Context: an optimization exercise on an open-source flow, tuned for small area, a short achievable clock period and few clock cycles. The choices shown serve that exercise and are no tape-out recipe. Only simulation tests tie the RTL to the original design; equivalence was not proved.

Design alu, start of the top module:
module alu #(
    parameter INST_W = 4,
    parameter INT_W  = 6,
    parameter FRAC_W = 10,
    parameter DATA_W = INT_W + FRAC_W
)(
    input                      i_clk,
    input                      i_rst_n,
    input                      i_in_valid,
    output                     o_busy,
    input         [INST_W-1:0] i_inst,
    input  signed [DATA_W-1:0] i_data_a,
    input  signed [DATA_W-1:0] i_data_b,
    output                     o_out_valid,
    output        [DATA_W-1:0] o_data
);
Size: ~4400 cells after synthesis, about 57 I/O pins, ~46000 um^2 of cells after synthesis.
==> flow/config.mk <==
export PLATFORM = sky130hd
export DESIGN_NAME = alu
export DESIGN_NICKNAME = alu
export VERILOG_FILES = /design/flow/design.v
export SDC_FILE = /design/flow/constraint.sdc
export NUM_CORES = 4
export LEC_CHECK = 0
export CAP_MARGIN = 20
export CORE_MARGIN = 2
export CORE_UTILIZATION = 50
export SLEW_MARGIN = 20
export SYNTH_HIERARCHICAL = 1
==> flow/constraint.sdc <==
create_clock -name core_clock -period 36.0 [get_ports {i_clk}]
set_input_delay 7.2000 -clock core_clock [delete_from_list [all_inputs] [get_ports {i_clk}]]
set_output_delay 7.2000 -clock core_clock [all_outputs]
set_load 0.01 [all_outputs]
standard.sh (not shown) runs the stock make flow with config.mk's settings and CLKGATE_MAP_FILE= SYNTH_SCRIPT=/design/flow/synth_recipe.tcl, a recipe that flattens the netlist after the stock synthesis.
==> flow/flow/run.sh <==
#!/bin/bash
# Standard synthesis, then the standard layout steps with a larger setup
# margin for repair_timing and plain buffers on the ports. Each step's make
# output goes to its own log file here.
set -euo pipefail
bash standard.sh synth > flow_synth.log 2>&1
bash standard.sh SETUP_SLACK_MARGIN=28 "BUFFER_PORTS_ARGS=-buffer_cell sky130_fd_sc_hd__buf_2" finish > flow_layout.log 2>&1
Testbench counts at the start, summed over its fixed seeds: cycles 6,264.
Next try:
--- a/flow/design.v
+++ b/flow/design.v
@@ -1672,55 +1672,51 @@
     l4_d <= l3_d;
 end
 wire s2_v    = l4_f[3];
 wire s2_sine = l4_f[2];
 wire s2_shift = l4_f[1];
 wire s2_copy = l4_f[0];
+reg [111:0] M;
+always @(posedge i_clk) begin
+    if (s2_shift) M <= {l4_d, M[111:16]};
+end
+wire [127:0] rows = {l4_d, M};
+reg [127:0] W;       
+integer k, r;
+always @(*) begin
+    for (k = 0; k < 8; k = k + 1)
+        for (r = 0; r < 8; r = r + 1)
+            W[16*k + 14 - 2*r +: 2] = rows[16*r + 2*(7-k) +: 2];
+end
 wire [16:0] sv = G[66:50];
 wire [15:0] r_sin = (sv[16] != sv[15]) ? {sv[16], {15{~sv[16]}}} : sv[15:0];
 wire [15:0] R2 = s2_sine ? r_sin : l4_d;
 reg [111:0] Q;        
 reg [6:0]  qv;        
-reg [6:0]  qr;        
 reg [15:0] out_d;
 reg        out_v;
-wire [127:0] rows = {l4_d, Q};
-reg  [127:0] W;       
-integer k, r;
-always @(*) begin
-    for (k = 0; k < 8; k = k + 1)
-        for (r = 0; r < 8; r = r + 1)
-            W[16*k + 14 - 2*r +: 2] = rows[16*r + 2*(7-k) +: 2];
-end
-wire       in_any  = s2_v | s2_shift;               
-wire       q_pop   = qv[0] & ~qr[0];                
-wire [6:0] qv_b    = q_pop ? {1'b0, qv[6:1]} : qv;   
-wire [6:0] q_app   = ~qv_b & {qv_b[5:0], 1'b1};    
-wire       direct  = ~qv[0] & s2_v;                 
+wire       q_ne = qv[0];
+wire [6:0] qv_sh = {1'b0, qv[6:1]};
+wire [6:0] q_app = ~qv_sh & {qv_sh[5:0], 1'b1};    
 always @(posedge i_clk or negedge i_rst_n) begin
     if (!i_rst_n) begin
         qv <= 7'd0;
-        qr <= 7'd0;
         out_v <= 1'b0;
     end else begin
-        out_v <= s2_copy | q_pop | direct;
-        if (s2_copy) begin
-            qv <= 7'h7f;
-            qr <= 7'd0;
-        end else begin
-            qv <= (in_any & ~direct) ? (qv_b | q_app) : qv_b;
-            qr <= (q_pop ? {1'b0, qr[6:1]} : qr) | ((s2_shift) ? q_app : 7'd0);
-        end
+        out_v <= q_ne | s2_v | s2_copy;
+        if (s2_copy) qv <= 7'h7f;
+        else if (s2_v & q_ne) qv <= {qv_sh[5:0], 1'b1};
+        else qv <= qv_sh;
     end
 end
 always @(posedge i_clk) begin
-    out_d <= s2_copy ? W[15:0] : (q_pop ? Q[15:0] : R2);
+    out_d <= q_ne ? Q[15:0] : (s2_v ? R2 : W[15:0]);
     for (i = 0; i < 7; i = i + 1) begin
         if (s2_copy) Q[16*i +: 16] <= W[16*(i+1) +: 16];
         else if (q_app[i]) Q[16*i +: 16] <= R2;
-        else if (q_pop && i < 6) Q[16*i +: 16] <= Q[16*(i+1) +: 16];
+        else if (i < 6) Q[16*i +: 16] <= Q[16*(i+1) +: 16];
     end
 end
 assign o_out_valid = out_v;
 assign o_data = out_d;
 endmodule
 module fa_cell(input a, input b, input c, output s, output co);
Worst setup slack gets worse by 0.10 ns.
Cell count went up by 3.5%.
Via count is higher by about 3%.
Global-route usage came out higher by 0.18 points.
Testbench counts after the change, summed over its fixed seeds: cycles 6,264.

afterwards: timing with drivers on the ports:
No port has a modelled driver above. Below, the same layouts with a new extraction and two added sets of constraints.
Step 1 assumes that a clkbuf_16 drives the clock port and a buf_2 every other input.
Step 2 moves the port delays by t, midway between the first and last clock arrival at a register: inputs arrive t later, outputs are due t later. That takes back most of the time a late clock gives input paths.
Three values: no drivers, after step 1, after step 2; two values: the first two.
| run | t (ns) | slack for setup (ns) | latest minus earliest clock arrival (ns) | worst slew at a driven data input, ns |
|---|---|---|---|---|
| the first run | 0.657 | 27.663 / 27.604 / 27.836 | 0.041 / 0.040 | 0.07 |
| the second run | 0.682 | 27.560 / 27.503 / 27.601 | 0.047 / 0.047 | 0.04 |
After both steps setup and hold are still met in every run listed. Setup slack includes reset recovery checks.
